What follows belongs to an exercise in optimizing a design on an open flow for small area; a production flow would make more cautious choices. Function not checked in this run: the RTL went through the layout flow alone. No activity file was given, so power comes from the tool's default toggle rates.

`design.v`:
```
module gaussian_noise (Y, select, clk, Y_hat, noise_debug, reset, state);
input [31:0] Y;
input [2:0] select;
input reset;
input clk;
output [31:0] Y_hat, noise_debug;
output [2:0] state;
reg [31:0] ch;   
reg [31:0] n0;   
reg [31:0] n1;   
reg [31:0] n2;   
reg [31:0] n3;   
reg [31:0] n4;   
reg [31:0] n5;   
wire x0 = ch[4] ^ ch[5];
wire x1 = ch[28] ^ ch[8];
wire x2 = x0 ^ x1;
wire x3 = ch[20] ^ ch[21];
wire x4 = ch[24] ^ ch[6];
wire x5 = ch[9] ^ x2;
wire x6 = x3 ^ x5;
wire x7 = ch[13] ^ x6;
wire x8 = ch[19] ^ x4;
wire x9 = ch[1] ^ ch[2];
wire x10 = ch[11] ^ x8;
wire x11 = ch[12] ^ x7;
wire x12 = ch[23] ^ ch[3];
wire x13 = ch[26] ^ ch[2];
wire x14 = ch[0] ^ ch[3];
wire x15 = ch[14] ^ ch[16];
wire x16 = ch[17] ^ ch[27];
wire x17 = ch[21] ^ ch[31];
wire x18 = ch[22] ^ ch[25];
wire x19 = ch[29] ^ x13;
wire x20 = ch[2] ^ ch[4];
wire x21 = ch[5] ^ x9;
wire x22 = x0 ^ x9;
wire x23 = x10 ^ x11;
wire x24 = x12 ^ x15;
wire x25 = x16 ^ x19;
wire chfb = ch[0] ^ ch[1] ^ x17;
wire h00 = ch[3] ^ x21;
wire h01 = ch[1] ^ ch[4];
wire h02 = x22;
wire h03 = x17 ^ x20;
wire h04 = ch[5] ^ x14;
wire h10 = x21;
wire h11 = ch[3] ^ x20;
wire h12 = x22;
wire h13 = x0 ^ x14;
wire h14 = ch[0] ^ ch[5];
wire b0 = ch[16] ^ x11 ^ x25;
wire b1 = x18 ^ x25 ^ x4 ^ x7;
wire b2 = x10 ^ x13 ^ x18 ^ x6;
wire b3 = ch[15] ^ ch[26] ^ x12 ^ x23;
wire b4 = x23 ^ x24;
wire b5 = x2 ^ x24 ^ x8;
wire [2:0] c0 = {2'b0,h00} + {2'b0,h01} + {2'b0,h02} + {2'b0,h03} + {2'b0,h04};   
wire [2:0] c1 = {2'b0,h10} + {2'b0,h11} + {2'b0,h12} + {2'b0,h13} + {2'b0,h14};   
wire [2:0] w0 = b0 ? 3'd6 - c0 : c0;   
wire [31:0] u0;   
wire [31:3] k0;   
assign u0[0] = w0[0];
assign u0[1] = n0[0] ^ w0[1];
assign u0[2] = n0[1] ^ w0[2] ^ (n0[0] & w0[1]);
assign k0[3] = (n0[1] & w0[2]) | ((n0[1] ^ w0[2]) & n0[0] & w0[1]);
genvar i0;
generate for (i0 = 3; i0 < 32; i0 = i0 + 1) begin : inc0
  assign u0[i0] = n0[i0-1] ^ k0[i0];
  if (i0 < 31) begin : cy
    assign k0[i0+1] = n0[i0-1] & k0[i0];
  end
end endgenerate
wire [2:0] w1 = b1 ? 3'd6 - c0 : c0;   
wire [31:0] u1;   
wire [31:3] k1;   
assign u1[0] = w1[0];
assign u1[1] = n1[0] ^ w1[1];
assign u1[2] = n1[1] ^ w1[2] ^ (n1[0] & w1[1]);
assign k1[3] = (n1[1] & w1[2]) | ((n1[1] ^ w1[2]) & n1[0] & w1[1]);
genvar i1;
generate for (i1 = 3; i1 < 32; i1 = i1 + 1) begin : inc1
  assign u1[i1] = n1[i1-1] ^ k1[i1];
  if (i1 < 31) begin : cy
    assign k1[i1+1] = n1[i1-1] & k1[i1];
  end
end endgenerate
wire [2:0] w2 = b2 ? 3'd6 - c0 : c0;   
wire [31:0] u2;   
wire [31:3] k2;   
assign u2[0] = w2[0];
assign u2[1] = n2[0] ^ w2[1];
assign u2[2] = n2[1] ^ w2[2] ^ (n2[0] & w2[1]);
assign k2[3] = (n2[1] & w2[2]) | ((n2[1] ^ w2[2]) & n2[0] & w2[1]);
genvar i2;
generate for (i2 = 3; i2 < 32; i2 = i2 + 1) begin : inc2
  assign u2[i2] = n2[i2-1] ^ k2[i2];
  if (i2 < 31) begin : cy
    assign k2[i2+1] = n2[i2-1] & k2[i2];
  end
end endgenerate
wire [2:0] w3 = b3 ? 3'd6 - c1 : c1;   
wire [31:0] u3;   
wire [31:3] k3;   
assign u3[0] = w3[0];
assign u3[1] = n3[0] ^ w3[1];
assign u3[2] = n3[1] ^ w3[2] ^ (n3[0] & w3[1]);
assign k3[3] = (n3[1] & w3[2]) | ((n3[1] ^ w3[2]) & n3[0] & w3[1]);
genvar i3;
generate for (i3 = 3; i3 < 32; i3 = i3 + 1) begin : inc3
  assign u3[i3] = n3[i3-1] ^ k3[i3];
  if (i3 < 31) begin : cy
    assign k3[i3+1] = n3[i3-1] & k3[i3];
  end
end endgenerate
wire [2:0] w4 = b4 ? 3'd6 - c1 : c1;   
wire [31:0] u4;   
wire [31:3] k4;   
assign u4[0] = w4[0];
assign u4[1] = n4[0] ^ w4[1];
assign u4[2] = n4[1] ^ w4[2] ^ (n4[0] & w4[1]);
assign k4[3] = (n4[1] & w4[2]) | ((n4[1] ^ w4[2]) & n4[0] & w4[1]);
genvar i4;
generate for (i4 = 3; i4 < 32; i4 = i4 + 1) begin : inc4
  assign u4[i4] = n4[i4-1] ^ k4[i4];
  if (i4 < 31) begin : cy
    assign k4[i4+1] = n4[i4-1] & k4[i4];
  end
end endgenerate
wire [2:0] w5 = b5 ? 3'd6 - c1 : c1;   
wire [31:0] u5;   
wire [31:3] k5;   
assign u5[0] = w5[0];
assign u5[1] = n5[0] ^ w5[1];
assign u5[2] = n5[1] ^ w5[2] ^ (n5[0] & w5[1]);
assign k5[3] = (n5[1] & w5[2]) | ((n5[1] ^ w5[2]) & n5[0] & w5[1]);
genvar i5;
generate for (i5 = 3; i5 < 32; i5 = i5 + 1) begin : inc5
  assign u5[i5] = n5[i5-1] ^ k5[i5];
  if (i5 < 31) begin : cy
    assign k5[i5+1] = n5[i5-1] & k5[i5];
  end
end endgenerate
always @(posedge clk or posedge reset) begin
  if (reset) begin
    ch <= 32'h0000006d;
    n0 <= 32'h5a5a5ade;
    n1 <= 32'h5f9e7ade;
    n2 <= 32'h419e5cde;
    n3 <= 32'h419c7c9c;
    n4 <= 32'h3d1c4c9c;
    n5 <= 32'h670a4c9c;
  end else begin
    ch <= {ch[30:0], chfb};
    n0 <= u0;
    n1 <= u1;
    n2 <= u2;
    n3 <= u3;
    n4 <= u4;
    n5 <= u5;
  end
end
wire [5:0] sel1h = {select == 3'd5, select == 3'd4, select == 3'd3, select == 3'd2, select == 3'd1, select == 3'd0};
wire [31:0] ng = ({32{sel1h[0]}} & n0) | ({32{sel1h[1]}} & n1) | ({32{sel1h[2]}} & n2) | ({32{sel1h[3]}} & n3) | ({32{sel1h[4]}} & n4) | ({32{sel1h[5]}} & n5);
wire [31:0] ns = ({32{sel1h[0]}} & (n0 >> 10)) | ({32{sel1h[1]}} & (n1 >> 8)) | ({32{sel1h[2]}} & (n2 >> 6)) | ({32{sel1h[3]}} & (n3 >> 4)) | ({32{sel1h[4]}} & (n4 >> 2)) | ({32{sel1h[5]}} & (n5 >> 0));
wire [31:0] yh_p = Y ^ ns;
wire [31:0] yh_g = Y & ns;
wire [32:0] yh_c;   
assign yh_c[0] = 1'b0;
wire [8:0] yh_r0;
assign yh_r0[0] = 1'b0;
assign yh_r0[1] = yh_g[0] | (yh_p[0] & yh_r0[0]);
assign yh_r0[2] = yh_g[1] | (yh_p[1] & yh_r0[1]);
assign yh_r0[3] = yh_g[2] | (yh_p[2] & yh_r0[2]);
assign yh_r0[4] = yh_g[3] | (yh_p[3] & yh_r0[3]);
assign yh_r0[5] = yh_g[4] | (yh_p[4] & yh_r0[4]);
assign yh_r0[6] = yh_g[5] | (yh_p[5] & yh_r0[5]);
assign yh_r0[7] = yh_g[6] | (yh_p[6] & yh_r0[6]);
assign yh_r0[8] = yh_g[7] | (yh_p[7] & yh_r0[7]);
wire [7:0] yh_s0 = yh_p[7:0] ^ yh_r0[7:0];
assign yh_c[8] = yh_r0[8];
wire [8:0] yh_r1_0;
assign yh_r1_0[0] = 1'b0;
assign yh_r1_0[1] = yh_g[8] | (yh_p[8] & yh_r1_0[0]);
assign yh_r1_0[2] = yh_g[9] | (yh_p[9] & yh_r1_0[1]);
assign yh_r1_0[3] = yh_g[10] | (yh_p[10] & yh_r1_0[2]);
assign yh_r1_0[4] = yh_g[11] | (yh_p[11] & yh_r1_0[3]);
assign yh_r1_0[5] = yh_g[12] | (yh_p[12] & yh_r1_0[4]);
assign yh_r1_0[6] = yh_g[13] | (yh_p[13] & yh_r1_0[5]);
assign yh_r1_0[7] = yh_g[14] | (yh_p[14] & yh_r1_0[6]);
assign yh_r1_0[8] = yh_g[15] | (yh_p[15] & yh_r1_0[7]);
wire [8:0] yh_r1_1;
assign yh_r1_1[0] = 1'b1;
assign yh_r1_1[1] = yh_g[8] | (yh_p[8] & yh_r1_1[0]);
assign yh_r1_1[2] = yh_g[9] | (yh_p[9] & yh_r1_1[1]);
assign yh_r1_1[3] = yh_g[10] | (yh_p[10] & yh_r1_1[2]);
assign yh_r1_1[4] = yh_g[11] | (yh_p[11] & yh_r1_1[3]);
assign yh_r1_1[5] = yh_g[12] | (yh_p[12] & yh_r1_1[4]);
assign yh_r1_1[6] = yh_g[13] | (yh_p[13] & yh_r1_1[5]);
assign yh_r1_1[7] = yh_g[14] | (yh_p[14] & yh_r1_1[6]);
assign yh_r1_1[8] = yh_g[15] | (yh_p[15] & yh_r1_1[7]);
wire [15:8] yh_s1 = yh_p[15:8] ^ (yh_c[8] ? yh_r1_1[7:0] : yh_r1_0[7:0]);
assign yh_c[16] = yh_c[8] ? yh_r1_1[8] : yh_r1_0[8];
wire [8:0] yh_r2_0;
assign yh_r2_0[0] = 1'b0;
assign yh_r2_0[1] = yh_g[16] | (yh_p[16] & yh_r2_0[0]);
assign yh_r2_0[2] = yh_g[17] | (yh_p[17] & yh_r2_0[1]);
assign yh_r2_0[3] = yh_g[18] | (yh_p[18] & yh_r2_0[2]);
assign yh_r2_0[4] = yh_g[19] | (yh_p[19] & yh_r2_0[3]);
assign yh_r2_0[5] = yh_g[20] | (yh_p[20] & yh_r2_0[4]);
assign yh_r2_0[6] = yh_g[21] | (yh_p[21] & yh_r2_0[5]);
assign yh_r2_0[7] = yh_g[22] | (yh_p[22] & yh_r2_0[6]);
assign yh_r2_0[8] = yh_g[23] | (yh_p[23] & yh_r2_0[7]);
wire [8:0] yh_r2_1;
assign yh_r2_1[0] = 1'b1;
assign yh_r2_1[1] = yh_g[16] | (yh_p[16] & yh_r2_1[0]);
assign yh_r2_1[2] = yh_g[17] | (yh_p[17] & yh_r2_1[1]);
assign yh_r2_1[3] = yh_g[18] | (yh_p[18] & yh_r2_1[2]);
assign yh_r2_1[4] = yh_g[19] | (yh_p[19] & yh_r2_1[3]);
assign yh_r2_1[5] = yh_g[20] | (yh_p[20] & yh_r2_1[4]);
assign yh_r2_1[6] = yh_g[21] | (yh_p[21] & yh_r2_1[5]);
assign yh_r2_1[7] = yh_g[22] | (yh_p[22] & yh_r2_1[6]);
assign yh_r2_1[8] = yh_g[23] | (yh_p[23] & yh_r2_1[7]);
wire [23:16] yh_s2 = yh_p[23:16] ^ (yh_c[16] ? yh_r2_1[7:0] : yh_r2_0[7:0]);
assign yh_c[24] = yh_c[16] ? yh_r2_1[8] : yh_r2_0[8];
wire [8:0] yh_r3_0;
assign yh_r3_0[0] = 1'b0;
assign yh_r3_0[1] = yh_g[24] | (yh_p[24] & yh_r3_0[0]);
assign yh_r3_0[2] = yh_g[25] | (yh_p[25] & yh_r3_0[1]);
assign yh_r3_0[3] = yh_g[26] | (yh_p[26] & yh_r3_0[2]);
assign yh_r3_0[4] = yh_g[27] | (yh_p[27] & yh_r3_0[3]);
assign yh_r3_0[5] = yh_g[28] | (yh_p[28] & yh_r3_0[4]);
assign yh_r3_0[6] = yh_g[29] | (yh_p[29] & yh_r3_0[5]);
assign yh_r3_0[7] = yh_g[30] | (yh_p[30] & yh_r3_0[6]);
assign yh_r3_0[8] = yh_g[31] | (yh_p[31] & yh_r3_0[7]);
wire [8:0] yh_r3_1;
assign yh_r3_1[0] = 1'b1;
assign yh_r3_1[1] = yh_g[24] | (yh_p[24] & yh_r3_1[0]);
assign yh_r3_1[2] = yh_g[25] | (yh_p[25] & yh_r3_1[1]);
assign yh_r3_1[3] = yh_g[26] | (yh_p[26] & yh_r3_1[2]);
assign yh_r3_1[4] = yh_g[27] | (yh_p[27] & yh_r3_1[3]);
assign yh_r3_1[5] = yh_g[28] | (yh_p[28] & yh_r3_1[4]);
assign yh_r3_1[6] = yh_g[29] | (yh_p[29] & yh_r3_1[5]);
assign yh_r3_1[7] = yh_g[30] | (yh_p[30] & yh_r3_1[6]);
assign yh_r3_1[8] = yh_g[31] | (yh_p[31] & yh_r3_1[7]);
wire [31:24] yh_s3 = yh_p[31:24] ^ (yh_c[24] ? yh_r3_1[7:0] : yh_r3_0[7:0]);
assign yh_c[32] = yh_c[24] ? yh_r3_1[8] : yh_r3_0[8];
wire [31:0] yh = {yh_s3, yh_s2, yh_s1, yh_s0};
assign Y_hat = yh;
assign noise_debug = ng;
assign state = select;
endmodule
```
`flow/run.sh`:
```
#!/bin/bash
# Standard ORFS layout, with the port buffers inserted as the smallest buffer cell.
# Each tool's full log is kept by ORFS under orfs/logs/; make's own output goes to flow_make.log.
set -euo pipefail
bash standard.sh BUFFER_PORTS_ARGS="-buffer_cell sky130_fd_sc_hd__buf_1" finish > flow_make.log 2>&1
```
`standard.sh`:
```
#!/bin/bash
# synth_recipe.tcl (not shown) runs the flow's synth.tcl, then flattens the netlist and writes it again
# the make line also repeats each setting of config.mk as NAME=value (left out here)
make -C /OpenROAD-flow-scripts/flow DESIGN_CONFIG=/design/flow/config.mk WORK_HOME=/design/flow/orfs CLKGATE_MAP_FILE= SYNTH_SCRIPT=/design/flow/synth_recipe.tcl "${@:-finish}"
```
`config.mk`:
```
export PLATFORM = sky130hd
export DESIGN_NAME = gaussian_noise
export DESIGN_NICKNAME = gaussian_noise
export VERILOG_FILES = /design/flow/design.v
export SDC_FILE = /design/flow/constraint.sdc
export NUM_CORES = 4
export LEC_CHECK = 0
export CAP_MARGIN = 20
export CORE_MARGIN = 2
export CORE_UTILIZATION = 40
export CTS_BUF_LIST = sky130_fd_sc_hd__clkbuf_16
export CTS_CLUSTER_DIAMETER = 100
export CTS_CLUSTER_SIZE = 24
export SLEW_MARGIN = 20
```
`constraint.sdc`:
```
create_clock -name core_clock -period 15.0 [get_ports {clk}]
set_input_delay 3.0000 -clock core_clock [delete_from_list [all_inputs] [get_ports {clk}]]
set_output_delay 3.0000 -clock core_clock [all_outputs]
set_load 0.01 [all_outputs]
```
==> summary.txt <==
worst paths after layout:
kind | startpoint | depth (start not counted) | end
min in group asynchronous | reset | 2 | n0[16]
worst max-delay path | select[0] | 42 | Y_hat[31]
max in group asynchronous | reset | 3 | n1[10]
worst min-delay path | ch[10] | 0 | ch[11]
worst max register to register | ch[5] | 38 | n4[31]
worst min register to register | ch[10] | 0 | ch[11]
state kept, by name, indices dropped and copies added, names as in the netlist:
| name | count |
|---|---|
| ch | 32 |
| n0 | 31 |
| n5 | 32 |
| n3 | 31 |
| n4 | 31 |
| n1 | 31 |
| n2 | 32 |
synth_stat cells, drive strengths merged (7+ instances only):
master  count  area share, %
nand2      69            2.2
a22oi      98            6.3
xnor2      48            4.0
clkbuf     29           0.95
nor2        7           0.23
mux2i       7           0.60
dfrtp     114             25
buf         8           0.36
a221oi     10           0.76
dfstp     106             24
inv        36            1.2
nand3      22           0.95
ha        206             22
nand4      29            1.6
xor2       31            2.3
mux2        8           0.84
fa         16            2.8
critical path: cells and delay by family:
family	cells	cell delay [ps]
AOI/OAI and AO/OA	18	2810
and+or+nand+nor	8	1100
xor gates and xnor gates	2	320
adders and majority gates	11	3800
buffers and inverters	3	380
through the flow:
step	hold WS [ps]	worst slack [ps]	utilization, %
3_5_place_dp	337	-22.7	44.0
3_3_place_gp	333	81.4	44.0
5_1_grt	369	-11.4	45.5
2_1_floorplan	331	74.6	-
4_1_cts	358	28.0	45.3
6_report	356	547	45.5
power by group through the flow:
stage	Combinational [W]	Clock, W	Sequential, W
2_1_floorplan	0.0000288	0	0.000605
3_3_place_gp	0.0000475	0	0.000605
3_5_place_dp	0.0000483	0	0.000605
4_1_cts	0.0000486	0.000378	0.000594
5_1_grt	0.0000540	0.000395	0.000594
6_report	0.0000480	0.000362	0.000594
routing by layer:
layer	wire length (um)	vias to the layer above	share of wire (%)	track usage, %
met1	13400	3751	49	28.0
met3	1320	32	4.8	2.23
met4	543	0	2.0	4.10
li1	-	3529	-	-
met5	0	-	0	0
met2	12300	210	45	28.4
cell families after synthesis:
logic type | Yosys count | share of synthesized area, %
AOI/OAI and AO/OA | 150 | 9.71
DFF | 220 | 48.7
and+or+nand+nor | 148 | 6.12
muxes | 15 | 1.45
buffers and inverters | 73 | 2.47
adders and majority gates | 222 | 25.0
xor gates and xnor gates | 80 | 6.60
layout make-up:
cell class | instances | area (um2) | area share (%)
Clock buffer | 13 | 325 | 2.50
Clock inverter | 8 | 43.8 | 0.336
Inverter | 36 | 143 | 1.10
Multi-Input combinational cell | 615 | 5740 | 44.1
Sequential cell | 220 | 5640 | 43.3
Tap cell | 384 | 480 | 3.69
Timing Repair Buffer | 137 | 647 | 4.97
repair_timing:
item | 4_1_cts | 5_1_grt
endpoints found under the setup margin | 1 | 2
resized for setup | 3 | 14
pin swaps | 0 | 9
buffers inserted | 0 | 1
==> summary.md <==
| Metric | Value |
|---|---|
| Setup CP Type | input port to output pin |
| Inserted Diodes | 0 |
| Switch Pwr | 0.000235 W |
| Clock sinks | 220 |
| Post-Route WL | 27.5 mm |
| Ys flop type | dfrtp_1 |
| Nets | 1282 |
| Worst-case vdd ir drop | 0.0780 mV |
| Gp weighted congestion | between 0.9 and 1 |
| Global-route wire length before repair | between 40 and 50 mm |
| Worst-path clk slew | around 100 ps |
| Number of vias per cell | roughly 5.3 |
| Initial antenna violation count | 0 |
| Worst Skew | 32.8 ps |
| Final critical-path share of the clock period | between 90% and 100% |
| Num CTS Buffers | 13 |
| Initial DRC count | approximately 520 |
| Placed cell count | between 1000 and 1500 |
| CP arrival | roughly 11000 ps |
| Most common cell after layout, fill and taps aside | ha_1 |
| Worst path slowest cell | fa_1 |
| Synth warn | 1 |
| Pin count of the biggest net entering global routing | approximately 140 |
| Slew Viols, Final | 0 |
| Fin. Hold Viols | 0 |
| Share of layout cells above drive strength 1 | between 10% and 20% |
| Hold Crit Class | register to register |
| Synth unique cells | between 40 and 50 |
| Fin Setup TNS | 0 ps |
| Worst-Skew Late Latency | between 400 and 500 ps |
| Delay of the slowest critical-path stage | between 400 and 500 ps |
| Reg power frac | about 59% |
| Sequential cell area fraction in the yosys report | between 40% and 50% |
| Area Growth Syn to Fin | 12.3% |
| Commonest cells after routing, fill and taps aside | 206 x ha_1, 114 x dfrtp_1, 106 x dfstp_2, 99 x buf_1, 98 x a22oi_1 |
| #FFs+latches synth | 220 |
| Sw Ratio | about a quarter |
| CP Capture Type | output pin |
| Core ar. | 28600 um2 |
| Routed len/inst | just under 20 um |
| Number of synthesized flops with an enable pin | 0 |
| Async SR Flop Fraction | 100% |
| Post-DP HPWL | between 20 and 25 mm |
| Synthesized net count | between 1000 and 1500 |
| Post-route cell area | ~13000 um2 |
| Tmin final | 14450 ps |
| Post-Layout Cell Count | 1413 |
| Chip Width | 174 um |
| Crit path top cell by count | fa_2 |
| Synth Cell Area | between 10000 and 15000 um2 |
| Leakage Power | between 6 and 7 nW |
| Max clock buf depth | 3 |
| Design Power | 0.00100 W |
| GR Util All Layers | between 15 and 20% |
| Gate power share | between 4 and 5% |
| Starting Density | between 40% and 50% |
| H-tree levels | 1 |
| Routed via count | 7522 |
| Vias in the first global route | around 7700 |
| Grt total ovfl | 0 |
| Gate count of the mapped netlist | ~900 |
| Std cell rows | 62 |
| Post-DRT Antenna Nets | 0 |
| Clk root buf | clkbuf_16 |
| R2r setup slk | 6010 ps |
| Worst-Margin Slew | around 1000 ps |
| Max-slew headroom | around a third |
| Worst setup SP type | input port |
| Placed cell area | 12600 um2 |
| CP required | ~12000 ps |
| CTS tree | built |
| Int Power | 0.000769 W |
| Syn_area_per_cell | about 13 um2 |
| Max Clk Rate | between 0.06 and 0.07 GHz |
| Die Y | around 170 um |
| FILL cells | about 2600 |
| Top Ports | 104 |
| Power Density | around 77 nW/um2 |
| Drc violations | 0 |
| Die area | roughly 30000 um2 |
| Clock Power Share | 36.0% |
| Status | timing/DRC/antenna clean |
| Hold buffers post-CTS | 0 |
| Max Fanout on Critical Path | 7 |
| Port-buffer cells | 103 |
| Detailed Routing Iterations Pass 1 | 6 |
| Max-Cap Viols | 0 |
| Final Setup Violations | 0 |

==> afterwards: timing with drivers on the ports <==
Ports are ideal in the flow. The routed layout listed here was re-timed in OpenROAD. Step 1 sets driving cells, clkbuf_16 on the clock port and buf_2 on the other inputs (assumed; they add their load-dependent delay and slew). Step 2 adds t to the input delays and takes it off the output delays; t is the mean of the earliest and latest rising clock arrival at the registers after step 1. Input paths then give back, and output paths get back, about the clock's delay inside the block. a / b / c = ideal ports / drivers / drivers and shift; a / b = the first two.
t, ns: 0.516
setup WS [ns]: 0.547 / 0.524 / 0.524
worst setup path after step 2: input to output
latest minus earliest clock arrival (ns): 0.033 / 0.033
worst register clock-pin slew, ns: 0.10 / 0.10
After both steps this run still meets setup and hold. The setup slack of this run moves by -0.023 ns with the drivers and by -0.023 ns with both steps.
